Context: an optimization exercise on an open-source flow, tuned for small area, a short achievable clock period and few clock cycles per item. The choices shown serve that exercise and are no tape-out recipe.
Function was checked by simulation only, so behaviour that the tests miss may differ from the original.
Power is estimated from default activity; no workload was simulated.

File: design.v
module part4_mac(clk, reset, a, b, f, valid_in, valid_out);
    input clk, reset, valid_in;
    input signed [13:0] a, b;
    output logic signed [27:0] f;
    output logic valid_out;
  logic [13:0] a_r;
  logic [6:0] neg_r, one_r, two_r;
  logic pp0_1;
  logic pp0_2;
  logic pp0_3;
  logic pp0_4;
  logic pp0_5;
  logic pp0_6;
  logic pp0_7;
  logic pp0_8;
  logic pp0_9;
  logic pp0_10;
  logic pp0_11;
  logic pp0_12;
  logic pp0_13;
  logic pp0_14;
  logic pp0_15;
  logic pp1_16;
  logic pp1_17;
  logic pp1_18;
  logic pp1_19;
  logic pp1_20;
  logic pp1_21;
  logic pp1_22;
  logic pp1_23;
  logic pp1_24;
  logic pp1_25;
  logic pp1_26;
  logic pp1_27;
  logic pp1_28;
  logic pp1_29;
  logic pp1_30;
  logic pp2_31;
  logic pp2_32;
  logic pp2_33;
  logic pp2_34;
  logic pp2_35;
  logic pp2_36;
  logic pp2_37;
  logic pp2_38;
  logic pp2_39;
  logic pp2_40;
  logic pp2_41;
  logic pp2_42;
  logic pp2_43;
  logic pp2_44;
  logic pp2_45;
  logic pp3_46;
  logic pp3_47;
  logic pp3_48;
  logic pp3_49;
  logic pp3_50;
  logic pp3_51;
  logic pp3_52;
  logic pp3_53;
  logic pp3_54;
  logic pp3_55;
  logic pp3_56;
  logic pp3_57;
  logic pp3_58;
  logic pp3_59;
  logic pp3_60;
  logic pp4_61;
  logic pp4_62;
  logic pp4_63;
  logic pp4_64;
  logic pp4_65;
  logic pp4_66;
  logic pp4_67;
  logic pp4_68;
  logic pp4_69;
  logic pp4_70;
  logic pp4_71;
  logic pp4_72;
  logic pp4_73;
  logic pp4_74;
  logic pp4_75;
  logic pp5_76;
  logic pp5_77;
  logic pp5_78;
  logic pp5_79;
  logic pp5_80;
  logic pp5_81;
  logic pp5_82;
  logic pp5_83;
  logic pp5_84;
  logic pp5_85;
  logic pp5_86;
  logic pp5_87;
  logic pp5_88;
  logic pp5_89;
  logic pp5_90;
  logic pp6_91;
  logic pp6_92;
  logic pp6_93;
  logic pp6_94;
  logic pp6_95;
  logic pp6_96;
  logic pp6_97;
  logic pp6_98;
  logic pp6_99;
  logic pp6_100;
  logic pp6_101;
  logic pp6_102;
  logic pp6_103;
  logic pp6_104;
  logic pp6_105;
  logic s106;
  logic c107;
  logic s108;
  logic c109;
  logic s110;
  logic c111;
  logic s112;
  logic c113;
  logic s114;
  logic c115;
  logic s116;
  logic c117;
  logic s118;
  logic c119;
  logic s120;
  logic c121;
  logic s122;
  logic c123;
  logic s124;
  logic c125;
  logic s126;
  logic c127;
  logic s128;
  logic c129;
  logic s130;
  logic c131;
  logic s132;
  logic c133;
  logic s134;
  logic c135;
  logic s136;
  logic c137;
  logic s138;
  logic c139;
  logic s140;
  logic c141;
  logic s142;
  logic c143;
  logic s144;
  logic c145;
  logic s146;
  logic c147;
  logic s148;
  logic c149;
  logic s150;
  logic c151;
  logic s152;
  logic c153;
  logic s154;
  logic c155;
  logic s156;
  logic c157;
  logic s158;
  logic c159;
  logic s160;
  logic c161;
  logic s162;
  logic c163;
  logic s164;
  logic c165;
  logic s166;
  logic c167;
  logic s168;
  logic c169;
  logic s170;
  logic c171;
  logic s172;
  logic c173;
  logic s174;
  logic c175;
  logic s176;
  logic c177;
  logic s178;
  logic c179;
  logic s180;
  logic c181;
  logic s182;
  logic c183;
  logic s184;
  logic c185;
  logic s186;
  logic c187;
  logic s188;
  logic c189;
  logic s190;
  logic c191;
  logic s192;
  logic c193;
  logic s194;
  logic c195;
  logic s196;
  logic c197;
  logic s198;
  logic c199;
  logic s200;
  logic c201;
  logic s202;
  logic c203;
  logic s204;
  logic c205;
  logic s206;
  logic c207;
  logic s208;
  logic c209;
  logic s210;
  logic c211;
  logic s212;
  logic c213;
  logic s214;
  logic c215;
  logic s216;
  logic c217;
  logic s218;
  logic c219;
  logic s220;
  logic c221;
  logic s222;
  logic c223;
  logic s224;
  logic c225;
  logic s226;
  logic c227;
  logic s228;
  logic c229;
  logic s230;
  logic c231;
  logic s232;
  logic c233;
  logic s234;
  logic c235;
  logic s236;
  logic c237;
  logic s238;
  logic c239;
  logic s240;
  logic c241;
  logic s242;
  logic c243;
  logic s244;
  logic c245;
  logic s246;
  logic c247;
  logic s248;
  logic c249;
  logic s250;
  logic c251;
  logic s252;
  logic c253;
  logic s254;
  logic c255;
  logic s256;
  logic c257;
  logic s258;
  logic c259;
  logic s260;
  logic c261;
  logic s262;
  logic c263;
  logic s264;
  logic c265;
  logic s266;
  logic c267;
  logic s268;
  logic c269;
  logic s270;
  logic c271;
  logic s272;
  logic c273;
  logic s274;
  logic c275;
  logic s276;
  logic c277;
  logic s278;
  logic c279;
  logic s280;
  logic c281;
  logic s282;
  logic c283;
  logic s284;
  logic c285;
  logic s286;
  logic c287;
  logic s288;
  logic c289;
  logic s290;
  logic c291;
  logic s292;
  logic c293;
  logic s294;
  logic c295;
  logic s296;
  logic c297;
  logic s298;
  logic c299;
  logic s300;
  logic c301;
  logic s302;
  logic c303;
  logic s304;
  logic c305;
  logic s306;
  logic c307;
  logic s308;
  logic c309;
  logic s310;
  logic c311;
  logic s312;
  logic c313;
  logic s314;
  logic c315;
  logic s316;
  logic c317;
  logic s318;
  logic c319;
  logic s320;
  logic c321;
  logic s322;
  logic c323;
  logic s324;
  logic c325;
  logic s326;
  logic c327;
  logic s328;
  logic c329;
  logic sag330;
  logic sag331;
  logic sag332;
  logic sag333;
  logic sag334;
  logic sag335;
  logic sag336;
  logic sag337;
  logic sag338;
  logic sag339;
  logic sag340;
  logic sag341;
  logic sag342;
  logic sag343;
  logic sag344;
  logic sag345;
  logic sag346;
  logic sag347;
  logic sag348;
  logic sag349;
  logic sag350;
  logic sag351;
  logic sag352;
  logic sag353;
  logic sag354;
  logic sag355;
  logic sag356;
  logic sag357;
  logic sap358;
  logic sap359;
  logic sap360;
  logic sap361;
  logic sap362;
  logic sap363;
  logic sap364;
  logic sap365;
  logic sap366;
  logic sap367;
  logic sap368;
  logic sap369;
  logic sap370;
  logic sap371;
  logic sap372;
  logic sap373;
  logic sap374;
  logic sap375;
  logic sap376;
  logic sap377;
  logic sap378;
  logic sap379;
  logic sap380;
  logic sap381;
  logic sap382;
  logic sap383;
  logic sap384;
  logic sap385;
  logic saG386;
  logic saP387;
  logic saG388;
  logic saP389;
  logic saG390;
  logic saP391;
  logic saG392;
  logic saP393;
  logic saG394;
  logic saP395;
  logic saG396;
  logic saP397;
  logic saG398;
  logic saP399;
  logic saG400;
  logic saP401;
  logic saG402;
  logic saP403;
  logic saG404;
  logic saP405;
  logic saG406;
  logic saP407;
  logic saG408;
  logic saP409;
  logic saG410;
  logic saP411;
  logic saG412;
  logic saP413;
  logic saG414;
  logic saP415;
  logic saG416;
  logic saP417;
  logic saG418;
  logic saP419;
  logic saG420;
  logic saP421;
  logic saG422;
  logic saP423;
  logic saG424;
  logic saP425;
  logic saG426;
  logic saP427;
  logic saG428;
  logic saP429;
  logic saG430;
  logic saP431;
  logic saG432;
  logic saP433;
  logic saG434;
  logic saP435;
  logic saG436;
  logic saP437;
  logic saG438;
  logic saP439;
  logic saG440;
  logic saP441;
  logic saG442;
  logic saP443;
  logic saG444;
  logic saP445;
  logic saG446;
  logic saP447;
  logic saG448;
  logic saP449;
  logic saG450;
  logic saP451;
  logic saG452;
  logic saP453;
  logic saG454;
  logic saP455;
  logic saG456;
  logic saP457;
  logic saG458;
  logic saP459;
  logic saG460;
  logic saP461;
  logic saG462;
  logic saP463;
  logic saG464;
  logic saP465;
  logic saG466;
  logic saP467;
  logic saG468;
  logic saP469;
  logic saG470;
  logic saP471;
  logic saG472;
  logic saP473;
  logic saG474;
  logic saP475;
  logic saG476;
  logic saP477;
  logic saG478;
  logic saP479;
  logic saG480;
  logic saP481;
  logic saG482;
  logic saP483;
  logic saG484;
  logic saP485;
  logic saG486;
  logic saP487;
  logic saG488;
  logic saP489;
  logic saG490;
  logic saP491;
  logic saG492;
  logic saP493;
  logic saG494;
  logic saP495;
  logic saG496;
  logic saP497;
  logic saG498;
  logic saP499;
  logic saG500;
  logic saP501;
  logic saG502;
  logic saP503;
  logic saG504;
  logic saP505;
  logic saG506;
  logic saP507;
  logic saG508;
  logic saP509;
  logic saG510;
  logic saP511;
  logic saG512;
  logic saP513;
  logic sas514;
  logic sas515;
  logic sas516;
  logic sas517;
  logic sas518;
  logic sas519;
  logic sas520;
  logic sas521;
  logic sas522;
  logic sas523;
  logic sas524;
  logic sas525;
  logic sas526;
  logic sas527;
  logic sas528;
  logic sas529;
  logic sas530;
  logic sas531;
  logic sas532;
  logic sas533;
  logic sas534;
  logic sas535;
  logic sas536;
  logic sas537;
  logic sas538;
  logic sas539;
  logic sas540;
  logic [27:0] accx;
  logic r1_c0_0;
  logic r1_c0_1;
  logic r1_c1_0;
  logic r1_c2_0;
  logic r1_c2_1;
  logic r1_c3_0;
  logic r1_c3_1;
  logic r1_c4_0;
  logic r1_c4_1;
  logic r1_c5_0;
  logic r1_c5_1;
  logic r1_c6_0;
  logic r1_c6_1;
  logic r1_c7_0;
  logic r1_c7_1;
  logic r1_c8_0;
  logic r1_c8_1;
  logic r1_c9_0;
  logic r1_c9_1;
  logic r1_c10_0;
  logic r1_c10_1;
  logic r1_c11_0;
  logic r1_c11_1;
  logic r1_c12_0;
  logic r1_c12_1;
  logic r1_c13_0;
  logic r1_c13_1;
  logic r1_c14_0;
  logic r1_c14_1;
  logic r1_c15_0;
  logic r1_c15_1;
  logic r1_c16_0;
  logic r1_c16_1;
  logic r1_c17_0;
  logic r1_c17_1;
  logic r1_c18_0;
  logic r1_c18_1;
  logic r1_c19_0;
  logic r1_c19_1;
  logic r1_c20_0;
  logic r1_c20_1;
  logic r1_c21_0;
  logic r1_c21_1;
  logic r1_c22_0;
  logic r1_c22_1;
  logic r1_c23_0;
  logic r1_c23_1;
  logic r1_c24_0;
  logic r1_c24_1;
  logic r1_c25_0;
  logic r1_c25_1;
  logic r1_c26_0;
  logic r1_c26_1;
  logic [1:0] sgn;
  logic sp_r;
  assign sp_r = sgn[1];
  assign pp0_1 = (one_r[0] & a_r[0]) ^ neg_r[0];
  assign pp0_2 = ((one_r[0] & a_r[1]) | (two_r[0] & a_r[0])) ^ neg_r[0];
  assign pp0_3 = ((one_r[0] & a_r[2]) | (two_r[0] & a_r[1])) ^ neg_r[0];
  assign pp0_4 = ((one_r[0] & a_r[3]) | (two_r[0] & a_r[2])) ^ neg_r[0];
  assign pp0_5 = ((one_r[0] & a_r[4]) | (two_r[0] & a_r[3])) ^ neg_r[0];
  assign pp0_6 = ((one_r[0] & a_r[5]) | (two_r[0] & a_r[4])) ^ neg_r[0];
  assign pp0_7 = ((one_r[0] & a_r[6]) | (two_r[0] & a_r[5])) ^ neg_r[0];
  assign pp0_8 = ((one_r[0] & a_r[7]) | (two_r[0] & a_r[6])) ^ neg_r[0];
  assign pp0_9 = ((one_r[0] & a_r[8]) | (two_r[0] & a_r[7])) ^ neg_r[0];
  assign pp0_10 = ((one_r[0] & a_r[9]) | (two_r[0] & a_r[8])) ^ neg_r[0];
  assign pp0_11 = ((one_r[0] & a_r[10]) | (two_r[0] & a_r[9])) ^ neg_r[0];
  assign pp0_12 = ((one_r[0] & a_r[11]) | (two_r[0] & a_r[10])) ^ neg_r[0];
  assign pp0_13 = ((one_r[0] & a_r[12]) | (two_r[0] & a_r[11])) ^ neg_r[0];
  assign pp0_14 = ((one_r[0] & a_r[13]) | (two_r[0] & a_r[12])) ^ neg_r[0];
  assign pp0_15 = ~(((one_r[0] & a_r[13]) | (two_r[0] & a_r[13])) ^ neg_r[0]);
  assign pp1_16 = (one_r[1] & a_r[0]) ^ neg_r[1];
  assign pp1_17 = ((one_r[1] & a_r[1]) | (two_r[1] & a_r[0])) ^ neg_r[1];
  assign pp1_18 = ((one_r[1] & a_r[2]) | (two_r[1] & a_r[1])) ^ neg_r[1];
  assign pp1_19 = ((one_r[1] & a_r[3]) | (two_r[1] & a_r[2])) ^ neg_r[1];
  assign pp1_20 = ((one_r[1] & a_r[4]) | (two_r[1] & a_r[3])) ^ neg_r[1];
  assign pp1_21 = ((one_r[1] & a_r[5]) | (two_r[1] & a_r[4])) ^ neg_r[1];
  assign pp1_22 = ((one_r[1] & a_r[6]) | (two_r[1] & a_r[5])) ^ neg_r[1];
  assign pp1_23 = ((one_r[1] & a_r[7]) | (two_r[1] & a_r[6])) ^ neg_r[1];
  assign pp1_24 = ((one_r[1] & a_r[8]) | (two_r[1] & a_r[7])) ^ neg_r[1];
  assign pp1_25 = ((one_r[1] & a_r[9]) | (two_r[1] & a_r[8])) ^ neg_r[1];
  assign pp1_26 = ((one_r[1] & a_r[10]) | (two_r[1] & a_r[9])) ^ neg_r[1];
  assign pp1_27 = ((one_r[1] & a_r[11]) | (two_r[1] & a_r[10])) ^ neg_r[1];
  assign pp1_28 = ((one_r[1] & a_r[12]) | (two_r[1] & a_r[11])) ^ neg_r[1];
  assign pp1_29 = ((one_r[1] & a_r[13]) | (two_r[1] & a_r[12])) ^ neg_r[1];
  assign pp1_30 = ~(((one_r[1] & a_r[13]) | (two_r[1] & a_r[13])) ^ neg_r[1]);
  assign pp2_31 = (one_r[2] & a_r[0]) ^ neg_r[2];
  assign pp2_32 = ((one_r[2] & a_r[1]) | (two_r[2] & a_r[0])) ^ neg_r[2];
  assign pp2_33 = ((one_r[2] & a_r[2]) | (two_r[2] & a_r[1])) ^ neg_r[2];
  assign pp2_34 = ((one_r[2] & a_r[3]) | (two_r[2] & a_r[2])) ^ neg_r[2];
  assign pp2_35 = ((one_r[2] & a_r[4]) | (two_r[2] & a_r[3])) ^ neg_r[2];
  assign pp2_36 = ((one_r[2] & a_r[5]) | (two_r[2] & a_r[4])) ^ neg_r[2];
  assign pp2_37 = ((one_r[2] & a_r[6]) | (two_r[2] & a_r[5])) ^ neg_r[2];
  assign pp2_38 = ((one_r[2] & a_r[7]) | (two_r[2] & a_r[6])) ^ neg_r[2];
  assign pp2_39 = ((one_r[2] & a_r[8]) | (two_r[2] & a_r[7])) ^ neg_r[2];
  assign pp2_40 = ((one_r[2] & a_r[9]) | (two_r[2] & a_r[8])) ^ neg_r[2];
  assign pp2_41 = ((one_r[2] & a_r[10]) | (two_r[2] & a_r[9])) ^ neg_r[2];
  assign pp2_42 = ((one_r[2] & a_r[11]) | (two_r[2] & a_r[10])) ^ neg_r[2];
  assign pp2_43 = ((one_r[2] & a_r[12]) | (two_r[2] & a_r[11])) ^ neg_r[2];
  assign pp2_44 = ((one_r[2] & a_r[13]) | (two_r[2] & a_r[12])) ^ neg_r[2];
  assign pp2_45 = ~(((one_r[2] & a_r[13]) | (two_r[2] & a_r[13])) ^ neg_r[2]);
  assign pp3_46 = (one_r[3] & a_r[0]) ^ neg_r[3];
  assign pp3_47 = ((one_r[3] & a_r[1]) | (two_r[3] & a_r[0])) ^ neg_r[3];
  assign pp3_48 = ((one_r[3] & a_r[2]) | (two_r[3] & a_r[1])) ^ neg_r[3];
  assign pp3_49 = ((one_r[3] & a_r[3]) | (two_r[3] & a_r[2])) ^ neg_r[3];
  assign pp3_50 = ((one_r[3] & a_r[4]) | (two_r[3] & a_r[3])) ^ neg_r[3];
  assign pp3_51 = ((one_r[3] & a_r[5]) | (two_r[3] & a_r[4])) ^ neg_r[3];
  assign pp3_52 = ((one_r[3] & a_r[6]) | (two_r[3] & a_r[5])) ^ neg_r[3];
  assign pp3_53 = ((one_r[3] & a_r[7]) | (two_r[3] & a_r[6])) ^ neg_r[3];
  assign pp3_54 = ((one_r[3] & a_r[8]) | (two_r[3] & a_r[7])) ^ neg_r[3];
  assign pp3_55 = ((one_r[3] & a_r[9]) | (two_r[3] & a_r[8])) ^ neg_r[3];
  assign pp3_56 = ((one_r[3] & a_r[10]) | (two_r[3] & a_r[9])) ^ neg_r[3];
  assign pp3_57 = ((one_r[3] & a_r[11]) | (two_r[3] & a_r[10])) ^ neg_r[3];
  assign pp3_58 = ((one_r[3] & a_r[12]) | (two_r[3] & a_r[11])) ^ neg_r[3];
  assign pp3_59 = ((one_r[3] & a_r[13]) | (two_r[3] & a_r[12])) ^ neg_r[3];
  assign pp3_60 = ~(((one_r[3] & a_r[13]) | (two_r[3] & a_r[13])) ^ neg_r[3]);
  assign pp4_61 = (one_r[4] & a_r[0]) ^ neg_r[4];
  assign pp4_62 = ((one_r[4] & a_r[1]) | (two_r[4] & a_r[0])) ^ neg_r[4];
  assign pp4_63 = ((one_r[4] & a_r[2]) | (two_r[4] & a_r[1])) ^ neg_r[4];
  assign pp4_64 = ((one_r[4] & a_r[3]) | (two_r[4] & a_r[2])) ^ neg_r[4];
  assign pp4_65 = ((one_r[4] & a_r[4]) | (two_r[4] & a_r[3])) ^ neg_r[4];
  assign pp4_66 = ((one_r[4] & a_r[5]) | (two_r[4] & a_r[4])) ^ neg_r[4];
  assign pp4_67 = ((one_r[4] & a_r[6]) | (two_r[4] & a_r[5])) ^ neg_r[4];
  assign pp4_68 = ((one_r[4] & a_r[7]) | (two_r[4] & a_r[6])) ^ neg_r[4];
  assign pp4_69 = ((one_r[4] & a_r[8]) | (two_r[4] & a_r[7])) ^ neg_r[4];
  assign pp4_70 = ((one_r[4] & a_r[9]) | (two_r[4] & a_r[8])) ^ neg_r[4];
  assign pp4_71 = ((one_r[4] & a_r[10]) | (two_r[4] & a_r[9])) ^ neg_r[4];
  assign pp4_72 = ((one_r[4] & a_r[11]) | (two_r[4] & a_r[10])) ^ neg_r[4];
  assign pp4_73 = ((one_r[4] & a_r[12]) | (two_r[4] & a_r[11])) ^ neg_r[4];
  assign pp4_74 = ((one_r[4] & a_r[13]) | (two_r[4] & a_r[12])) ^ neg_r[4];
  assign pp4_75 = ~(((one_r[4] & a_r[13]) | (two_r[4] & a_r[13])) ^ neg_r[4]);
  assign pp5_76 = (one_r[5] & a_r[0]) ^ neg_r[5];
  assign pp5_77 = ((one_r[5] & a_r[1]) | (two_r[5] & a_r[0])) ^ neg_r[5];
  assign pp5_78 = ((one_r[5] & a_r[2]) | (two_r[5] & a_r[1])) ^ neg_r[5];
  assign pp5_79 = ((one_r[5] & a_r[3]) | (two_r[5] & a_r[2])) ^ neg_r[5];
  assign pp5_80 = ((one_r[5] & a_r[4]) | (two_r[5] & a_r[3])) ^ neg_r[5];
  assign pp5_81 = ((one_r[5] & a_r[5]) | (two_r[5] & a_r[4])) ^ neg_r[5];
  assign pp5_82 = ((one_r[5] & a_r[6]) | (two_r[5] & a_r[5])) ^ neg_r[5];
  assign pp5_83 = ((one_r[5] & a_r[7]) | (two_r[5] & a_r[6])) ^ neg_r[5];
  assign pp5_84 = ((one_r[5] & a_r[8]) | (two_r[5] & a_r[7])) ^ neg_r[5];
  assign pp5_85 = ((one_r[5] & a_r[9]) | (two_r[5] & a_r[8])) ^ neg_r[5];
  assign pp5_86 = ((one_r[5] & a_r[10]) | (two_r[5] & a_r[9])) ^ neg_r[5];
  assign pp5_87 = ((one_r[5] & a_r[11]) | (two_r[5] & a_r[10])) ^ neg_r[5];
  assign pp5_88 = ((one_r[5] & a_r[12]) | (two_r[5] & a_r[11])) ^ neg_r[5];
  assign pp5_89 = ((one_r[5] & a_r[13]) | (two_r[5] & a_r[12])) ^ neg_r[5];
  assign pp5_90 = ~(((one_r[5] & a_r[13]) | (two_r[5] & a_r[13])) ^ neg_r[5]);
  assign pp6_91 = (one_r[6] & a_r[0]) ^ neg_r[6];
  assign pp6_92 = ((one_r[6] & a_r[1]) | (two_r[6] & a_r[0])) ^ neg_r[6];
  assign pp6_93 = ((one_r[6] & a_r[2]) | (two_r[6] & a_r[1])) ^ neg_r[6];
  assign pp6_94 = ((one_r[6] & a_r[3]) | (two_r[6] & a_r[2])) ^ neg_r[6];
  assign pp6_95 = ((one_r[6] & a_r[4]) | (two_r[6] & a_r[3])) ^ neg_r[6];
  assign pp6_96 = ((one_r[6] & a_r[5]) | (two_r[6] & a_r[4])) ^ neg_r[6];
  assign pp6_97 = ((one_r[6] & a_r[6]) | (two_r[6] & a_r[5])) ^ neg_r[6];
  assign pp6_98 = ((one_r[6] & a_r[7]) | (two_r[6] & a_r[6])) ^ neg_r[6];
  assign pp6_99 = ((one_r[6] & a_r[8]) | (two_r[6] & a_r[7])) ^ neg_r[6];
  assign pp6_100 = ((one_r[6] & a_r[9]) | (two_r[6] & a_r[8])) ^ neg_r[6];
  assign pp6_101 = ((one_r[6] & a_r[10]) | (two_r[6] & a_r[9])) ^ neg_r[6];
  assign pp6_102 = ((one_r[6] & a_r[11]) | (two_r[6] & a_r[10])) ^ neg_r[6];
  assign pp6_103 = ((one_r[6] & a_r[12]) | (two_r[6] & a_r[11])) ^ neg_r[6];
  assign pp6_104 = ((one_r[6] & a_r[13]) | (two_r[6] & a_r[12])) ^ neg_r[6];
  assign pp6_105 = ~(((one_r[6] & a_r[13]) | (two_r[6] & a_r[13])) ^ neg_r[6]);
  assign s106 = neg_r[5] ^ pp5_76;
  assign c107 = neg_r[5] & pp5_76;
  assign s108 = pp5_77 ^ pp4_64;
  assign c109 = pp5_77 & pp4_64;
  assign s110 = neg_r[6] ^ pp6_91 ^ pp5_78;
  assign c111 = (neg_r[6] & pp6_91) | (neg_r[6] & pp5_78) | (pp6_91 & pp5_78);
  assign s112 = pp4_65 ^ pp3_52;
  assign c113 = pp4_65 & pp3_52;
  assign s114 = pp6_92 ^ pp5_79 ^ pp4_66;
  assign c115 = (pp6_92 & pp5_79) | (pp6_92 & pp4_66) | (pp5_79 & pp4_66);
  assign s116 = pp3_53 ^ pp2_40;
  assign c117 = pp3_53 & pp2_40;
  assign s118 = 1'b1 ^ pp6_93 ^ pp5_80;
  assign c119 = (1'b1 & pp6_93) | (1'b1 & pp5_80) | (pp6_93 & pp5_80);
  assign s120 = pp4_67 ^ pp3_54 ^ pp2_41;
  assign c121 = (pp4_67 & pp3_54) | (pp4_67 & pp2_41) | (pp3_54 & pp2_41);
  assign s122 = 1'b1 ^ pp6_94 ^ pp5_81;
  assign c123 = (1'b1 & pp6_94) | (1'b1 & pp5_81) | (pp6_94 & pp5_81);
  assign s124 = pp4_68 ^ pp3_55;
  assign c125 = pp4_68 & pp3_55;
  assign s126 = pp6_95 ^ pp5_82 ^ pp4_69;
  assign c127 = (pp6_95 & pp5_82) | (pp6_95 & pp4_69) | (pp5_82 & pp4_69);
  assign s128 = 1'b1 ^ pp6_96;
  assign c129 = 1'b1 & pp6_96;
  assign s130 = neg_r[3] ^ pp3_46;
  assign c131 = neg_r[3] & pp3_46;
  assign s132 = pp3_47 ^ pp2_34;
  assign c133 = pp3_47 & pp2_34;
  assign s134 = neg_r[4] ^ pp4_61 ^ pp3_48;
  assign c135 = (neg_r[4] & pp4_61) | (neg_r[4] & pp3_48) | (pp4_61 & pp3_48);
  assign s136 = pp2_35 ^ pp1_22;
  assign c137 = pp2_35 & pp1_22;
  assign s138 = pp4_62 ^ pp3_49 ^ pp2_36;
  assign c139 = (pp4_62 & pp3_49) | (pp4_62 & pp2_36) | (pp3_49 & pp2_36);
  assign s140 = pp1_23 ^ pp0_10;
  assign c141 = pp1_23 & pp0_10;
  assign s142 = pp4_63 ^ pp3_50 ^ pp2_37;
  assign c143 = (pp4_63 & pp3_50) | (pp4_63 & pp2_37) | (pp3_50 & pp2_37);
  assign s144 = pp1_24 ^ pp0_11 ^ s106;
  assign c145 = (pp1_24 & pp0_11) | (pp1_24 & s106) | (pp0_11 & s106);
  assign s146 = pp3_51 ^ pp2_38 ^ pp1_25;
  assign c147 = (pp3_51 & pp2_38) | (pp3_51 & pp1_25) | (pp2_38 & pp1_25);
  assign s148 = pp0_12 ^ s108 ^ c107;
  assign c149 = (pp0_12 & s108) | (pp0_12 & c107) | (s108 & c107);
  assign s150 = pp2_39 ^ pp1_26 ^ pp0_13;
  assign c151 = (pp2_39 & pp1_26) | (pp2_39 & pp0_13) | (pp1_26 & pp0_13);
  assign s152 = s112 ^ s110 ^ c109;
  assign c153 = (s112 & s110) | (s112 & c109) | (s110 & c109);
  assign s154 = pp1_27 ^ pp0_14 ^ s116;
  assign c155 = (pp1_27 & pp0_14) | (pp1_27 & s116) | (pp0_14 & s116);
  assign s156 = s114 ^ c113 ^ c111;
  assign c157 = (s114 & c113) | (s114 & c111) | (c113 & c111);
  assign s158 = pp1_28 ^ pp0_15 ^ s120;
  assign c159 = (pp1_28 & pp0_15) | (pp1_28 & s120) | (pp0_15 & s120);
  assign s160 = s118 ^ c117 ^ c115;
  assign c161 = (s118 & c117) | (s118 & c115) | (c117 & c115);
  assign s162 = pp2_42 ^ pp1_29 ^ s124;
  assign c163 = (pp2_42 & pp1_29) | (pp2_42 & s124) | (pp1_29 & s124);
  assign s164 = s122 ^ c121 ^ c119;
  assign c165 = (s122 & c121) | (s122 & c119) | (c121 & c119);
  assign s166 = pp3_56 ^ pp2_43 ^ pp1_30;
  assign c167 = (pp3_56 & pp2_43) | (pp3_56 & pp1_30) | (pp2_43 & pp1_30);
  assign s168 = s126 ^ c125 ^ c123;
  assign c169 = (s126 & c125) | (s126 & c123) | (c125 & c123);
  assign s170 = pp5_83 ^ pp4_70 ^ pp3_57;
  assign c171 = (pp5_83 & pp4_70) | (pp5_83 & pp3_57) | (pp4_70 & pp3_57);
  assign s172 = pp2_44 ^ s128 ^ c127;
  assign c173 = (pp2_44 & s128) | (pp2_44 & c127) | (s128 & c127);
  assign s174 = pp6_97 ^ pp5_84 ^ pp4_71;
  assign c175 = (pp6_97 & pp5_84) | (pp6_97 & pp4_71) | (pp5_84 & pp4_71);
  assign s176 = pp3_58 ^ pp2_45 ^ c129;
  assign c177 = (pp3_58 & pp2_45) | (pp3_58 & c129) | (pp2_45 & c129);
  assign s178 = 1'b1 ^ pp6_98 ^ pp5_85;
  assign c179 = (1'b1 & pp6_98) | (1'b1 & pp5_85) | (pp6_98 & pp5_85);
  assign s180 = pp4_72 ^ pp3_59;
  assign c181 = pp4_72 & pp3_59;
  assign s182 = pp6_99 ^ pp5_86 ^ pp4_73;
  assign c183 = (pp6_99 & pp5_86) | (pp6_99 & pp4_73) | (pp5_86 & pp4_73);
  assign s184 = 1'b1 ^ pp6_100;
  assign c185 = 1'b1 & pp6_100;
  assign s186 = neg_r[2] ^ pp2_31;
  assign c187 = neg_r[2] & pp2_31;
  assign s188 = pp2_32 ^ pp1_19;
  assign c189 = pp2_32 & pp1_19;
  assign s190 = pp2_33 ^ pp1_20 ^ pp0_7;
  assign c191 = (pp2_33 & pp1_20) | (pp2_33 & pp0_7) | (pp1_20 & pp0_7);
  assign s192 = pp1_21 ^ pp0_8 ^ s132;
  assign c193 = (pp1_21 & pp0_8) | (pp1_21 & s132) | (pp0_8 & s132);
  assign s194 = pp0_9 ^ s136 ^ s134;
  assign c195 = (pp0_9 & s136) | (pp0_9 & s134) | (s136 & s134);
  assign s196 = s140 ^ s138 ^ c137;
  assign c197 = (s140 & s138) | (s140 & c137) | (s138 & c137);
  assign s198 = s144 ^ s142 ^ c141;
  assign c199 = (s144 & s142) | (s144 & c141) | (s142 & c141);
  assign s200 = s148 ^ s146 ^ c145;
  assign c201 = (s148 & s146) | (s148 & c145) | (s146 & c145);
  assign s202 = s152 ^ s150 ^ c149;
  assign c203 = (s152 & s150) | (s152 & c149) | (s150 & c149);
  assign s204 = s156 ^ s154 ^ c153;
  assign c205 = (s156 & s154) | (s156 & c153) | (s154 & c153);
  assign s206 = s160 ^ s158 ^ c157;
  assign c207 = (s160 & s158) | (s160 & c157) | (s158 & c157);
  assign s208 = s164 ^ s162 ^ c161;
  assign c209 = (s164 & s162) | (s164 & c161) | (s162 & c161);
  assign s210 = s168 ^ s166 ^ c165;
  assign c211 = (s168 & s166) | (s168 & c165) | (s166 & c165);
  assign s212 = s172 ^ s170 ^ c169;
  assign c213 = (s172 & s170) | (s172 & c169) | (s170 & c169);
  assign s214 = s176 ^ s174 ^ c173;
  assign c215 = (s176 & s174) | (s176 & c173) | (s174 & c173);
  assign s216 = s180 ^ s178 ^ c177;
  assign c217 = (s180 & s178) | (s180 & c177) | (s178 & c177);
  assign s218 = pp3_60 ^ s182 ^ c181;
  assign c219 = (pp3_60 & s182) | (pp3_60 & c181) | (s182 & c181);
  assign s220 = pp5_87 ^ pp4_74 ^ s184;
  assign c221 = (pp5_87 & pp4_74) | (pp5_87 & s184) | (pp4_74 & s184);
  assign s222 = pp6_101 ^ pp5_88 ^ pp4_75;
  assign c223 = (pp6_101 & pp5_88) | (pp6_101 & pp4_75) | (pp5_88 & pp4_75);
  assign s224 = 1'b1 ^ pp6_102;
  assign c225 = 1'b1 & pp6_102;
  assign s226 = neg_r[1] ^ pp1_16;
  assign c227 = neg_r[1] & pp1_16;
  assign s228 = pp1_17 ^ pp0_4;
  assign c229 = pp1_17 & pp0_4;
  assign s230 = pp1_18 ^ pp0_5 ^ s186;
  assign c231 = (pp1_18 & pp0_5) | (pp1_18 & s186) | (pp0_5 & s186);
  assign s232 = pp0_6 ^ s188 ^ c187;
  assign c233 = (pp0_6 & s188) | (pp0_6 & c187) | (s188 & c187);
  assign s234 = s130 ^ s190 ^ c189;
  assign c235 = (s130 & s190) | (s130 & c189) | (s190 & c189);
  assign s236 = c131 ^ s192 ^ c191;
  assign c237 = (c131 & s192) | (c131 & c191) | (s192 & c191);
  assign s238 = c133 ^ s194 ^ c193;
  assign c239 = (c133 & s194) | (c133 & c193) | (s194 & c193);
  assign s240 = c135 ^ s196 ^ c195;
  assign c241 = (c135 & s196) | (c135 & c195) | (s196 & c195);
  assign s242 = c139 ^ s198 ^ c197;
  assign c243 = (c139 & s198) | (c139 & c197) | (s198 & c197);
  assign s244 = c143 ^ s200 ^ c199;
  assign c245 = (c143 & s200) | (c143 & c199) | (s200 & c199);
  assign s246 = c147 ^ s202 ^ c201;
  assign c247 = (c147 & s202) | (c147 & c201) | (s202 & c201);
  assign s248 = c151 ^ s204 ^ c203;
  assign c249 = (c151 & s204) | (c151 & c203) | (s204 & c203);
  assign s250 = c155 ^ s206 ^ c205;
  assign c251 = (c155 & s206) | (c155 & c205) | (s206 & c205);
  assign s252 = c159 ^ s208 ^ c207;
  assign c253 = (c159 & s208) | (c159 & c207) | (s208 & c207);
  assign s254 = c163 ^ s210 ^ c209;
  assign c255 = (c163 & s210) | (c163 & c209) | (s210 & c209);
  assign s256 = c167 ^ s212 ^ c211;
  assign c257 = (c167 & s212) | (c167 & c211) | (s212 & c211);
  assign s258 = c171 ^ s214 ^ c213;
  assign c259 = (c171 & s214) | (c171 & c213) | (s214 & c213);
  assign s260 = c175 ^ s216 ^ c215;
  assign c261 = (c175 & s216) | (c175 & c215) | (s216 & c215);
  assign s262 = c179 ^ s218 ^ c217;
  assign c263 = (c179 & s218) | (c179 & c217) | (s218 & c217);
  assign s264 = c183 ^ s220 ^ c219;
  assign c265 = (c183 & s220) | (c183 & c219) | (s220 & c219);
  assign s266 = c185 ^ s222 ^ c221;
  assign c267 = (c185 & s222) | (c185 & c221) | (s222 & c221);
  assign s268 = pp5_89 ^ s224 ^ c223;
  assign c269 = (pp5_89 & s224) | (pp5_89 & c223) | (s224 & c223);
  assign s270 = pp6_103 ^ pp5_90 ^ c225;
  assign c271 = (pp6_103 & pp5_90) | (pp6_103 & c225) | (pp5_90 & c225);
  assign s272 = 1'b1 ^ pp6_104;
  assign c273 = 1'b1 & pp6_104;
  assign s274 = accx[0] ^ r1_c0_0 ^ r1_c0_1;
  assign c275 = (accx[0] & r1_c0_0) | (accx[0] & r1_c0_1) | (r1_c0_0 & r1_c0_1);
  assign s276 = accx[1] ^ r1_c1_0;
  assign c277 = accx[1] & r1_c1_0;
  assign s278 = accx[2] ^ r1_c2_0 ^ r1_c2_1;
  assign c279 = (accx[2] & r1_c2_0) | (accx[2] & r1_c2_1) | (r1_c2_0 & r1_c2_1);
  assign s280 = accx[3] ^ r1_c3_0 ^ r1_c3_1;
  assign c281 = (accx[3] & r1_c3_0) | (accx[3] & r1_c3_1) | (r1_c3_0 & r1_c3_1);
  assign s282 = accx[4] ^ r1_c4_0 ^ r1_c4_1;
  assign c283 = (accx[4] & r1_c4_0) | (accx[4] & r1_c4_1) | (r1_c4_0 & r1_c4_1);
  assign s284 = accx[5] ^ r1_c5_0 ^ r1_c5_1;
  assign c285 = (accx[5] & r1_c5_0) | (accx[5] & r1_c5_1) | (r1_c5_0 & r1_c5_1);
  assign s286 = accx[6] ^ r1_c6_0 ^ r1_c6_1;
  assign c287 = (accx[6] & r1_c6_0) | (accx[6] & r1_c6_1) | (r1_c6_0 & r1_c6_1);
  assign s288 = accx[7] ^ r1_c7_0 ^ r1_c7_1;
  assign c289 = (accx[7] & r1_c7_0) | (accx[7] & r1_c7_1) | (r1_c7_0 & r1_c7_1);
  assign s290 = accx[8] ^ r1_c8_0 ^ r1_c8_1;
  assign c291 = (accx[8] & r1_c8_0) | (accx[8] & r1_c8_1) | (r1_c8_0 & r1_c8_1);
  assign s292 = accx[9] ^ r1_c9_0 ^ r1_c9_1;
  assign c293 = (accx[9] & r1_c9_0) | (accx[9] & r1_c9_1) | (r1_c9_0 & r1_c9_1);
  assign s294 = accx[10] ^ r1_c10_0 ^ r1_c10_1;
  assign c295 = (accx[10] & r1_c10_0) | (accx[10] & r1_c10_1) | (r1_c10_0 & r1_c10_1);
  assign s296 = accx[11] ^ r1_c11_0 ^ r1_c11_1;
  assign c297 = (accx[11] & r1_c11_0) | (accx[11] & r1_c11_1) | (r1_c11_0 & r1_c11_1);
  assign s298 = accx[12] ^ r1_c12_0 ^ r1_c12_1;
  assign c299 = (accx[12] & r1_c12_0) | (accx[12] & r1_c12_1) | (r1_c12_0 & r1_c12_1);
  assign s300 = accx[13] ^ r1_c13_0 ^ r1_c13_1;
  assign c301 = (accx[13] & r1_c13_0) | (accx[13] & r1_c13_1) | (r1_c13_0 & r1_c13_1);
  assign s302 = accx[14] ^ r1_c14_0 ^ r1_c14_1;
  assign c303 = (accx[14] & r1_c14_0) | (accx[14] & r1_c14_1) | (r1_c14_0 & r1_c14_1);
  assign s304 = accx[15] ^ r1_c15_0 ^ r1_c15_1;
  assign c305 = (accx[15] & r1_c15_0) | (accx[15] & r1_c15_1) | (r1_c15_0 & r1_c15_1);
  assign s306 = accx[16] ^ r1_c16_0 ^ r1_c16_1;
  assign c307 = (accx[16] & r1_c16_0) | (accx[16] & r1_c16_1) | (r1_c16_0 & r1_c16_1);
  assign s308 = accx[17] ^ r1_c17_0 ^ r1_c17_1;
  assign c309 = (accx[17] & r1_c17_0) | (accx[17] & r1_c17_1) | (r1_c17_0 & r1_c17_1);
  assign s310 = accx[18] ^ r1_c18_0 ^ r1_c18_1;
  assign c311 = (accx[18] & r1_c18_0) | (accx[18] & r1_c18_1) | (r1_c18_0 & r1_c18_1);
  assign s312 = accx[19] ^ r1_c19_0 ^ r1_c19_1;
  assign c313 = (accx[19] & r1_c19_0) | (accx[19] & r1_c19_1) | (r1_c19_0 & r1_c19_1);
  assign s314 = accx[20] ^ r1_c20_0 ^ r1_c20_1;
  assign c315 = (accx[20] & r1_c20_0) | (accx[20] & r1_c20_1) | (r1_c20_0 & r1_c20_1);
  assign s316 = accx[21] ^ r1_c21_0 ^ r1_c21_1;
  assign c317 = (accx[21] & r1_c21_0) | (accx[21] & r1_c21_1) | (r1_c21_0 & r1_c21_1);
  assign s318 = accx[22] ^ r1_c22_0 ^ r1_c22_1;
  assign c319 = (accx[22] & r1_c22_0) | (accx[22] & r1_c22_1) | (r1_c22_0 & r1_c22_1);
  assign s320 = accx[23] ^ r1_c23_0 ^ r1_c23_1;
  assign c321 = (accx[23] & r1_c23_0) | (accx[23] & r1_c23_1) | (r1_c23_0 & r1_c23_1);
  assign s322 = accx[24] ^ r1_c24_0 ^ r1_c24_1;
  assign c323 = (accx[24] & r1_c24_0) | (accx[24] & r1_c24_1) | (r1_c24_0 & r1_c24_1);
  assign s324 = accx[25] ^ r1_c25_0 ^ r1_c25_1;
  assign c325 = (accx[25] & r1_c25_0) | (accx[25] & r1_c25_1) | (r1_c25_0 & r1_c25_1);
  assign s326 = accx[26] ^ r1_c26_0 ^ r1_c26_1;
  assign c327 = (accx[26] & r1_c26_0) | (accx[26] & r1_c26_1) | (r1_c26_0 & r1_c26_1);
  assign s328 = accx[27] ^ 1'b1;
  assign c329 = accx[27] & 1'b1;
  assign sag330 = s274 & 1'b0;
  assign sag331 = s276 & c275;
  assign sag332 = s278 & c277;
  assign sag333 = s280 & c279;
  assign sag334 = s282 & c281;
  assign sag335 = s284 & c283;
  assign sag336 = s286 & c285;
  assign sag337 = s288 & c287;
  assign sag338 = s290 & c289;
  assign sag339 = s292 & c291;
  assign sag340 = s294 & c293;
  assign sag341 = s296 & c295;
  assign sag342 = s298 & c297;
  assign sag343 = s300 & c299;
  assign sag344 = s302 & c301;
  assign sag345 = s304 & c303;
  assign sag346 = s306 & c305;
  assign sag347 = s308 & c307;
  assign sag348 = s310 & c309;
  assign sag349 = s312 & c311;
  assign sag350 = s314 & c313;
  assign sag351 = s316 & c315;
  assign sag352 = s318 & c317;
  assign sag353 = s320 & c319;
  assign sag354 = s322 & c321;
  assign sag355 = s324 & c323;
  assign sag356 = s326 & c325;
  assign sag357 = s328 & c327;
  assign sap358 = s274 ^ 1'b0;
  assign sap359 = s276 ^ c275;
  assign sap360 = s278 ^ c277;
  assign sap361 = s280 ^ c279;
  assign sap362 = s282 ^ c281;
  assign sap363 = s284 ^ c283;
  assign sap364 = s286 ^ c285;
  assign sap365 = s288 ^ c287;
  assign sap366 = s290 ^ c289;
  assign sap367 = s292 ^ c291;
  assign sap368 = s294 ^ c293;
  assign sap369 = s296 ^ c295;
  assign sap370 = s298 ^ c297;
  assign sap371 = s300 ^ c299;
  assign sap372 = s302 ^ c301;
  assign sap373 = s304 ^ c303;
  assign sap374 = s306 ^ c305;
  assign sap375 = s308 ^ c307;
  assign sap376 = s310 ^ c309;
  assign sap377 = s312 ^ c311;
  assign sap378 = s314 ^ c313;
  assign sap379 = s316 ^ c315;
  assign sap380 = s318 ^ c317;
  assign sap381 = s320 ^ c319;
  assign sap382 = s322 ^ c321;
  assign sap383 = s324 ^ c323;
  assign sap384 = s326 ^ c325;
  assign sap385 = s328 ^ c327;
  assign saG386 = sag331 | (sap359 & sag330);
  assign saP387 = sap359 & sap358;
  assign saG388 = sag333 | (sap361 & sag332);
  assign saP389 = sap361 & sap360;
  assign saG390 = sag335 | (sap363 & sag334);
  assign saP391 = sap363 & sap362;
  assign saG392 = sag337 | (sap365 & sag336);
  assign saP393 = sap365 & sap364;
  assign saG394 = sag339 | (sap367 & sag338);
  assign saP395 = sap367 & sap366;
  assign saG396 = sag341 | (sap369 & sag340);
  assign saP397 = sap369 & sap368;
  assign saG398 = sag343 | (sap371 & sag342);
  assign saP399 = sap371 & sap370;
  assign saG400 = sag345 | (sap373 & sag344);
  assign saP401 = sap373 & sap372;
  assign saG402 = sag347 | (sap375 & sag346);
  assign saP403 = sap375 & sap374;
  assign saG404 = sag349 | (sap377 & sag348);
  assign saP405 = sap377 & sap376;
  assign saG406 = sag351 | (sap379 & sag350);
  assign saP407 = sap379 & sap378;
  assign saG408 = sag353 | (sap381 & sag352);
  assign saP409 = sap381 & sap380;
  assign saG410 = sag355 | (sap383 & sag354);
  assign saP411 = sap383 & sap382;
  assign saG412 = sag357 | (sap385 & sag356);
  assign saP413 = sap385 & sap384;
  assign saG414 = sag332 | (sap360 & saG386);
  assign saP415 = sap360 & saP387;
  assign saG416 = saG388 | (saP389 & saG386);
  assign saP417 = saP389 & saP387;
  assign saG418 = sag336 | (sap364 & saG390);
  assign saP419 = sap364 & saP391;
  assign saG420 = saG392 | (saP393 & saG390);
  assign saP421 = saP393 & saP391;
  assign saG422 = sag340 | (sap368 & saG394);
  assign saP423 = sap368 & saP395;
  assign saG424 = saG396 | (saP397 & saG394);
  assign saP425 = saP397 & saP395;
  assign saG426 = sag344 | (sap372 & saG398);
  assign saP427 = sap372 & saP399;
  assign saG428 = saG400 | (saP401 & saG398);
  assign saP429 = saP401 & saP399;
  assign saG430 = sag348 | (sap376 & saG402);
  assign saP431 = sap376 & saP403;
  assign saG432 = saG404 | (saP405 & saG402);
  assign saP433 = saP405 & saP403;
  assign saG434 = sag352 | (sap380 & saG406);
  assign saP435 = sap380 & saP407;
  assign saG436 = saG408 | (saP409 & saG406);
  assign saP437 = saP409 & saP407;
  assign saG438 = sag356 | (sap384 & saG410);
  assign saP439 = sap384 & saP411;
  assign saG440 = saG412 | (saP413 & saG410);
  assign saP441 = saP413 & saP411;
  assign saG442 = sag334 | (sap362 & saG416);
  assign saP443 = sap362 & saP417;
  assign saG444 = saG390 | (saP391 & saG416);
  assign saP445 = saP391 & saP417;
  assign saG446 = saG418 | (saP419 & saG416);
  assign saP447 = saP419 & saP417;
  assign saG448 = saG420 | (saP421 & saG416);
  assign saP449 = saP421 & saP417;
  assign saG450 = sag342 | (sap370 & saG424);
  assign saP451 = sap370 & saP425;
  assign saG452 = saG398 | (saP399 & saG424);
  assign saP453 = saP399 & saP425;
  assign saG454 = saG426 | (saP427 & saG424);
  assign saP455 = saP427 & saP425;
  assign saG456 = saG428 | (saP429 & saG424);
  assign saP457 = saP429 & saP425;
  assign saG458 = sag350 | (sap378 & saG432);
  assign saP459 = sap378 & saP433;
  assign saG460 = saG406 | (saP407 & saG432);
  assign saP461 = saP407 & saP433;
  assign saG462 = saG434 | (saP435 & saG432);
  assign saP463 = saP435 & saP433;
  assign saG464 = saG436 | (saP437 & saG432);
  assign saP465 = saP437 & saP433;
  assign saG466 = sag338 | (sap366 & saG448);
  assign saP467 = sap366 & saP449;
  assign saG468 = saG394 | (saP395 & saG448);
  assign saP469 = saP395 & saP449;
  assign saG470 = saG422 | (saP423 & saG448);
  assign saP471 = saP423 & saP449;
  assign saG472 = saG424 | (saP425 & saG448);
  assign saP473 = saP425 & saP449;
  assign saG474 = saG450 | (saP451 & saG448);
  assign saP475 = saP451 & saP449;
  assign saG476 = saG452 | (saP453 & saG448);
  assign saP477 = saP453 & saP449;
  assign saG478 = saG454 | (saP455 & saG448);
  assign saP479 = saP455 & saP449;
  assign saG480 = saG456 | (saP457 & saG448);
  assign saP481 = saP457 & saP449;
  assign saG482 = sag354 | (sap382 & saG464);
  assign saP483 = sap382 & saP465;
  assign saG484 = saG410 | (saP411 & saG464);
  assign saP485 = saP411 & saP465;
  assign saG486 = saG438 | (saP439 & saG464);
  assign saP487 = saP439 & saP465;
  assign saG488 = saG440 | (saP441 & saG464);
  assign saP489 = saP441 & saP465;
  assign saG490 = sag346 | (sap374 & saG480);
  assign saP491 = sap374 & saP481;
  assign saG492 = saG402 | (saP403 & saG480);
  assign saP493 = saP403 & saP481;
  assign saG494 = saG430 | (saP431 & saG480);
  assign saP495 = saP431 & saP481;
  assign saG496 = saG432 | (saP433 & saG480);
  assign saP497 = saP433 & saP481;
  assign saG498 = saG458 | (saP459 & saG480);
  assign saP499 = saP459 & saP481;
  assign saG500 = saG460 | (saP461 & saG480);
  assign saP501 = saP461 & saP481;
  assign saG502 = saG462 | (saP463 & saG480);
  assign saP503 = saP463 & saP481;
  assign saG504 = saG464 | (saP465 & saG480);
  assign saP505 = saP465 & saP481;
  assign saG506 = saG482 | (saP483 & saG480);
  assign saP507 = saP483 & saP481;
  assign saG508 = saG484 | (saP485 & saG480);
  assign saP509 = saP485 & saP481;
  assign saG510 = saG486 | (saP487 & saG480);
  assign saP511 = saP487 & saP481;
  assign saG512 = saG488 | (saP489 & saG480);
  assign saP513 = saP489 & saP481;
  assign sas514 = sap359 ^ sag330;
  assign sas515 = sap360 ^ saG386;
  assign sas516 = sap361 ^ saG414;
  assign sas517 = sap362 ^ saG416;
  assign sas518 = sap363 ^ saG442;
  assign sas519 = sap364 ^ saG444;
  assign sas520 = sap365 ^ saG446;
  assign sas521 = sap366 ^ saG448;
  assign sas522 = sap367 ^ saG466;
  assign sas523 = sap368 ^ saG468;
  assign sas524 = sap369 ^ saG470;
  assign sas525 = sap370 ^ saG472;
  assign sas526 = sap371 ^ saG474;
  assign sas527 = sap372 ^ saG476;
  assign sas528 = sap373 ^ saG478;
  assign sas529 = sap374 ^ saG480;
  assign sas530 = sap375 ^ saG490;
  assign sas531 = sap376 ^ saG492;
  assign sas532 = sap377 ^ saG494;
  assign sas533 = sap378 ^ saG496;
  assign sas534 = sap379 ^ saG498;
  assign sas535 = sap380 ^ saG500;
  assign sas536 = sap381 ^ saG502;
  assign sas537 = sap382 ^ saG504;
  assign sas538 = sap383 ^ saG506;
  assign sas539 = sap384 ^ saG508;
  assign sas540 = sap385 ^ saG510;
  logic [1:0] v;       
  logic [0:0] rd;      
  logic take;
  assign take = valid_in & ~reset;
  always_ff @(posedge clk) begin
    a_r <= take ? a : 14'd0;    
    neg_r[0] <= b[1];
    one_r[0] <= b[0] ^ 1'b0;
    two_r[0] <= (b[1] ^ b[0]) & ~(b[0] ^ 1'b0);
    neg_r[1] <= b[3];
    one_r[1] <= b[2] ^ b[1];
    two_r[1] <= (b[3] ^ b[2]) & ~(b[2] ^ b[1]);
    neg_r[2] <= b[5];
    one_r[2] <= b[4] ^ b[3];
    two_r[2] <= (b[5] ^ b[4]) & ~(b[4] ^ b[3]);
    neg_r[3] <= b[7];
    one_r[3] <= b[6] ^ b[5];
    two_r[3] <= (b[7] ^ b[6]) & ~(b[6] ^ b[5]);
    neg_r[4] <= b[9];
    one_r[4] <= b[8] ^ b[7];
    two_r[4] <= (b[9] ^ b[8]) & ~(b[8] ^ b[7]);
    neg_r[5] <= b[11];
    one_r[5] <= b[10] ^ b[9];
    two_r[5] <= (b[11] ^ b[10]) & ~(b[10] ^ b[9]);
    neg_r[6] <= b[13];
    one_r[6] <= b[12] ^ b[11];
    two_r[6] <= (b[13] ^ b[12]) & ~(b[12] ^ b[11]);
    sgn <= {sgn, a[13] ^ b[13]};
    r1_c0_0 <= pp0_1;
    r1_c0_1 <= neg_r[0];
    r1_c1_0 <= pp0_2;
    r1_c2_0 <= s226;
    r1_c2_1 <= pp0_3;
    r1_c3_0 <= c227;
    r1_c3_1 <= s228;
    r1_c4_0 <= c229;
    r1_c4_1 <= s230;
    r1_c5_0 <= c231;
    r1_c5_1 <= s232;
    r1_c6_0 <= c233;
    r1_c6_1 <= s234;
    r1_c7_0 <= c235;
    r1_c7_1 <= s236;
    r1_c8_0 <= c237;
    r1_c8_1 <= s238;
    r1_c9_0 <= c239;
    r1_c9_1 <= s240;
    r1_c10_0 <= c241;
    r1_c10_1 <= s242;
    r1_c11_0 <= c243;
    r1_c11_1 <= s244;
    r1_c12_0 <= c245;
    r1_c12_1 <= s246;
    r1_c13_0 <= c247;
    r1_c13_1 <= s248;
    r1_c14_0 <= c249;
    r1_c14_1 <= s250;
    r1_c15_0 <= c251;
    r1_c15_1 <= s252;
    r1_c16_0 <= c253;
    r1_c16_1 <= s254;
    r1_c17_0 <= c255;
    r1_c17_1 <= s256;
    r1_c18_0 <= c257;
    r1_c18_1 <= s258;
    r1_c19_0 <= c259;
    r1_c19_1 <= s260;
    r1_c20_0 <= c261;
    r1_c20_1 <= s262;
    r1_c21_0 <= c263;
    r1_c21_1 <= s264;
    r1_c22_0 <= c265;
    r1_c22_1 <= s266;
    r1_c23_0 <= c267;
    r1_c23_1 <= s268;
    r1_c24_0 <= c269;
    r1_c24_1 <= s270;
    r1_c25_0 <= c271;
    r1_c25_1 <= s272;
    r1_c26_0 <= c273;
    r1_c26_1 <= pp6_105;
  end
  always_ff @(posedge clk) begin
    if (reset) begin
      v <= '0;
      valid_out <= 1'b0;
    end else begin
      v <= {v, valid_in};
      valid_out <= v[1];
    end
    rd <= reset;
  end
  logic [27:0] sum, raw;
  logic ovp, ovn, zr, clr, keep, ovp_n, ovn_n;
  assign clr = reset | (|rd);
  assign accx[26:0] = {27{ovp}} | (raw[26:0] & {27{keep}});
  assign accx[27] = ovn | (raw[27] & ~ovp & ~zr);
  assign f = accx;
  assign sum = {sas540, sas539, sas538, sas537, sas536, sas535, sas534, sas533, sas532, sas531, sas530, sas529, sas528, sas527, sas526, sas525, sas524, sas523, sas522, sas521, sas520, sas519, sas518, sas517, sas516, sas515, sas514, sap358};
  assign ovp_n = ~clr & ~accx[27] & ~sp_r & sum[27];
  assign ovn_n = ~clr & accx[27] & sp_r & ~sum[27];
  always_ff @(posedge clk) begin
    raw <= sum;
    zr <= clr;
    ovp <= ovp_n;
    ovn <= ovn_n;
    keep <= ~clr & ~ovn_n;    
  end
endmodule
File: flow/run.sh
#!/bin/bash
# The standard layout, without Yosys's full-adder extraction (the adder
# logic is left to ABC), and with the I/O ports buffered by buf_2 cells.
set -uo pipefail
bash standard.sh ADDER_MAP_FILE= BUFFER_PORTS_ARGS="-buffer_cell sky130_fd_sc_hd__buf_2" finish > standard.log 2>&1
File: standard.sh
#!/bin/bash
# synth_recipe.tcl (not shown) runs the flow's synth.tcl, then flattens the netlist and writes it again
# the make line also repeats each setting of config.mk as NAME=value (left out here)
make -C /OpenROAD-flow-scripts/flow DESIGN_CONFIG=/design/flow/config.mk WORK_HOME=/design/flow/orfs CLKGATE_MAP_FILE= SYNTH_SCRIPT=/design/flow/synth_recipe.tcl "${@:-finish}"
File: config.mk
export PLATFORM = sky130hd
export DESIGN_NAME = part4_mac
export DESIGN_NICKNAME = part4_mac
export VERILOG_FILES = /design/flow/design.v
export SDC_FILE = /design/flow/constraint.sdc
export NUM_CORES = 4
export LEC_CHECK = 0
export CAP_MARGIN = 20
export CORE_MARGIN = 2
export CORE_UTILIZATION = 40
export SETUP_SLACK_MARGIN = 3.4
export SLEW_MARGIN = 20
File: constraint.sdc
create_clock -name core_clock -period 6.0 [get_ports {clk}]
set_input_delay 1.2000 -clock core_clock [delete_from_list [all_inputs] [get_ports {clk}]]
set_output_delay 1.2000 -clock core_clock [all_outputs]
set_load 0.01 [all_outputs]
==> results.ini <==
[logic_synthesis]
syn_area_per_cell_um2 = 8.18
synthCells = 1274
netlist.area_leader.share = 0.242
syn_area_mm2 = 0.0104
yosys_warnings = 1
synth_edf_count = 0
synth_fp_nets = 1305
ys_types = 82
yosys.area.top_type = dfxtp_1
synth_seq_area_share = 0.242
synth_area_leaders = dfxtp_1 (24%), xnor2_1 (22%), a22oi_1 (6.9%)
async_reset_ff_frac = 0
synth-main-ff-cell = dfxtp_1
synth-seq-cells = 126

[global_route]
grt_pass1_wl_um = 44500
grt_pass1_vias = 8732
antenna_found_initial = 0
grt_max_degree = 20
overflow = 0
grt.total_usage = 0.203

[die]
rows = 59
initial_utilization = 0.403
coreArea_mm2 = 0.0258
dieArea_mm2 = 0.0274
fp.dieH_um = 165
ios = 60
dieWidth_um = 165

[finish]
area_growth_pct = 26.7
drive_above_1_share = 0.270
antenna_cells = 0
finalNetCount = 1414
post-route-util = 0.511

[power]
sequentialPowerShare = 0.204
ir_drop_mv = 0.274
share_comb_of_total_power = 0.657
p_sw_frac = 0.443
p_int_w = 0.00432
pwr-share-clk = 0.138
power_switching_w = 0.00344
p_leak_nw = 4.89
p_per_area_mw_per_mm2 = 588

[outcome]
outcome = complete, no violations

[route]
firstDrtPassIters = 5
vias = 9476
drt_iter0_drc = 768
antenna_left = 0
drt_wl_total_um = 28900
drc = 0
vias_per_cell = 5.47
wl_per_cell_um = 16.7

[clock_network]
htreeDepth = 4
numCtsBuffers = 17
path_clk_slew_ns = 0.06
clk_path_buf_depth = 2
cts_root_buf = clkbuf_16
worstSkewPairLatency_ns = 0.42
cts_tree = yes
cts.sinks = 126

[place]
dpl.hpwl_um = 18300
io_buffer_count = 59
place_congestion = 0.864

[critical_path]
start_kind = flop
path_class = reg2reg
crit_required_ns = 6.30
cp_slowest_cell = dfxtp_4
crit_arrival_ns = 3.95
slowest_delay_ns = 0.43
path_cells = buf_8 > buf_4 > a21oi_4 > buf_12 > nor3_4 > a21oi_1 > o211ai_1 > o2bb2ai_2 > or2_1 > o21a_4 > buf_4 > buf_6 > nor3b_4 > o22a_1 > a221o_2 > buf_6 > xnor2_2
crit_path_end_kind = flop
worstPathMaxFanout = 7

[timing]
setup_viol = 0
max_freq_mhz = 274
tightest_slew_ns = 0.676
period_needed_ns = 3.65
finClkSkew_ns = 0.0108
fin_crit_sh = 0.608
hold_viol_final = 0
slew_headroom = 0.549
tns_ns = 0
maxSlewViolCount = 0
rsz0062_at_grt = yes

[worst_hold_path]
hold_class = reg2reg

[flow_run]
maxCapViolCount = 0

-- power groups by stage --
stage          clock [W]  sequential [W]  combinational [W]
2_1_floorplan          0         0.00130            0.00335
3_3_place_gp           0         0.00154            0.00377
3_5_place_dp           0         0.00153            0.00384
4_1_cts          0.00109         0.00155            0.00444
5_1_grt          0.00113         0.00161            0.00554
6_report         0.00107         0.00158            0.00510
-- timing repair --
item / in CTS / in global routing
pin swaps: 32 / 55
buffers inserted: 50 / 46
cloned: 2 / 1
resized for setup: 129 / 101
hold buffers: 0 / 0
setup endpoints to repair: 65 / 62
-- worst paths after layout --
path,from,to,slack [ns],cells past startpoint
worst max-delay path,keep,raw[18],2.35,17
worst min-delay path,sgn[0],sgn[1],0.40,0
worst max register to register,keep,raw[18],2.35,17
worst min register to register,sgn[0],sgn[1],0.40,0
-- metrics by stage --
| step | power, W | hold WS [ns] | setup slack (ns) | area [um2] | std cells |
|---|---|---|---|---|---|
| 6_report | 0.00776 | 0.398 | 2.35 | 13200 | 1731 |
| 5_1_grt | 0.00828 | 0.410 | 2.25 | 13200 | 1731 |
| 4_1_cts | 0.00708 | 0.393 | 2.52 | 12400 | 1684 |
| 3_5_place_dp | 0.00537 | 0.386 | 1.97 | 10900 | 1600 |
| 3_3_place_gp | 0.00531 | 0.386 | 2.09 | 10900 | 1600 |
| 2_1_floorplan | 0.00466 | 0.310 | 2.71 | 10500 | 1274 |
-- final cells by class --
type,count,area [um2]
Clock buffer,19,453
Clock inverter,13,165
Fill cell,2393,12600
Inverter,42,166
Multi-Input combinational cell,1037,8150
Sequential cell,126,2610
Tap cell,335,419
Timing Repair Buffer,159,1240
-- layer usage --
layer  wire, um  up-vias  GRT usage
li1           -     4679          -
met2      13300      322      0.314
met1      13600     4436      0.288
met5          0        -          0
met4        462        0     0.0717
met3       1560       39     0.0312
-- worst max-delay path: cells and delay by family, from the launching register on --
kind	cells	cell delay, ns
AO/OA/AOI/OAI	7	1.48
buffers and inverters	6	0.81
flip-flops	1	0.43
XOR/XNOR	1	0.13
AND/OR/NAND/NOR	3	0.65
-- Yosys cell counts, types with 3 or more instances --
cell type	count
buf_2	8
o22ai_1	9
a31oi_1	4
o2bb2ai_1	5
o21a_1	15
or3_1	8
a21o_1	15
a22oi_1	96
xnor2_1	267
xnor2_2	4
a21oi_1	65
nand2_1	89
o21ai_0	56
nand3_1	19
nor4_1	5
nand2b_1	7
nand4_1	5
inv_1	36
mux2i_1	4
nor2_1	77
dfxtp_1	126
and3_1	5
a211oi_1	6
maj3_1	48
a21oi_2	4
a221oi_1	3
nor3_1	23
a2111oi_0	3
clkbuf_1	50
xor2_1	62
inv_2	5
o21bai_1	3
o211ai_1	12
nor2b_1	7
o211a_1	4
buf_1	7
maj3_2	8
and2_1	35
a211o_1	5
buf_6	4
o22a_1	4
o21ai_1	3
or2_2	5
-- cell families after synthesis --
logic type,after synthesis,share of synthesized area
AO/OA/AOI/OAI,348,0.237
XOR/XNOR,333,0.283
AND/OR/NAND/NOR,294,0.134
flip-flops,126,0.242
buffers and inverters,112,0.0446
adder cells (fa/ha/maj),56,0.0548
multiplexers,5,0.00492
-- registers in the layout (all words and copies together), names as in the netlist, 2 cells and up --
name	cells
a_r	14
v	2
raw	28
two_r	7
sgn	2
one_r	7
neg_r	7
-- layout by cell type, fill, tap and decap left out, types with 19 or more instances in the layout --
cell type,Yosys,routed
inv_1,36,27
buf_4,1,79
o21ai_0,56,35
nor2_1,77,74
nand3_1,19,19
maj3_1,48,42
xor2_1,62,60
dfxtp_2,0,23
a22oi_1,96,94
nor3_1,23,20
xnor2_1,267,257
a21oi_1,65,46
buf_2,8,53
dfxtp_1,126,88
and2_1,35,34
nand2_1,89,84
Testbench counts, summed over its fixed seeds: cycles 4,824, items 4,800.

[separate check: timing with driven ports]
No port has a modelled driver above. Below, the same layout with a new extraction and two added sets of constraints. Step 1: set_driving_cell puts a clkbuf_16 on clk and a buf_2 on each other input, an assumption about the parent block. Step 2 adds t to the input delays and takes it off the output delays; t is the mean of the earliest and latest rising clock arrival at the registers after step 1. Input paths then give back, and output paths get back, about the clock's delay inside the block. a / b / c = no drivers / after step 1 / after step 2; a / b = the first two.
t, ns: 0.465
setup WS [ns]: 2.350 / 2.350 / 2.350
latest minus earliest clock arrival (ns): 0.011 / 0.012
cell pins on the clock port's net: 1
After both steps this run still meets setup and hold. The setup slack of this run moves by 0.000 ns with the drivers and by 0.000 ns with both steps.
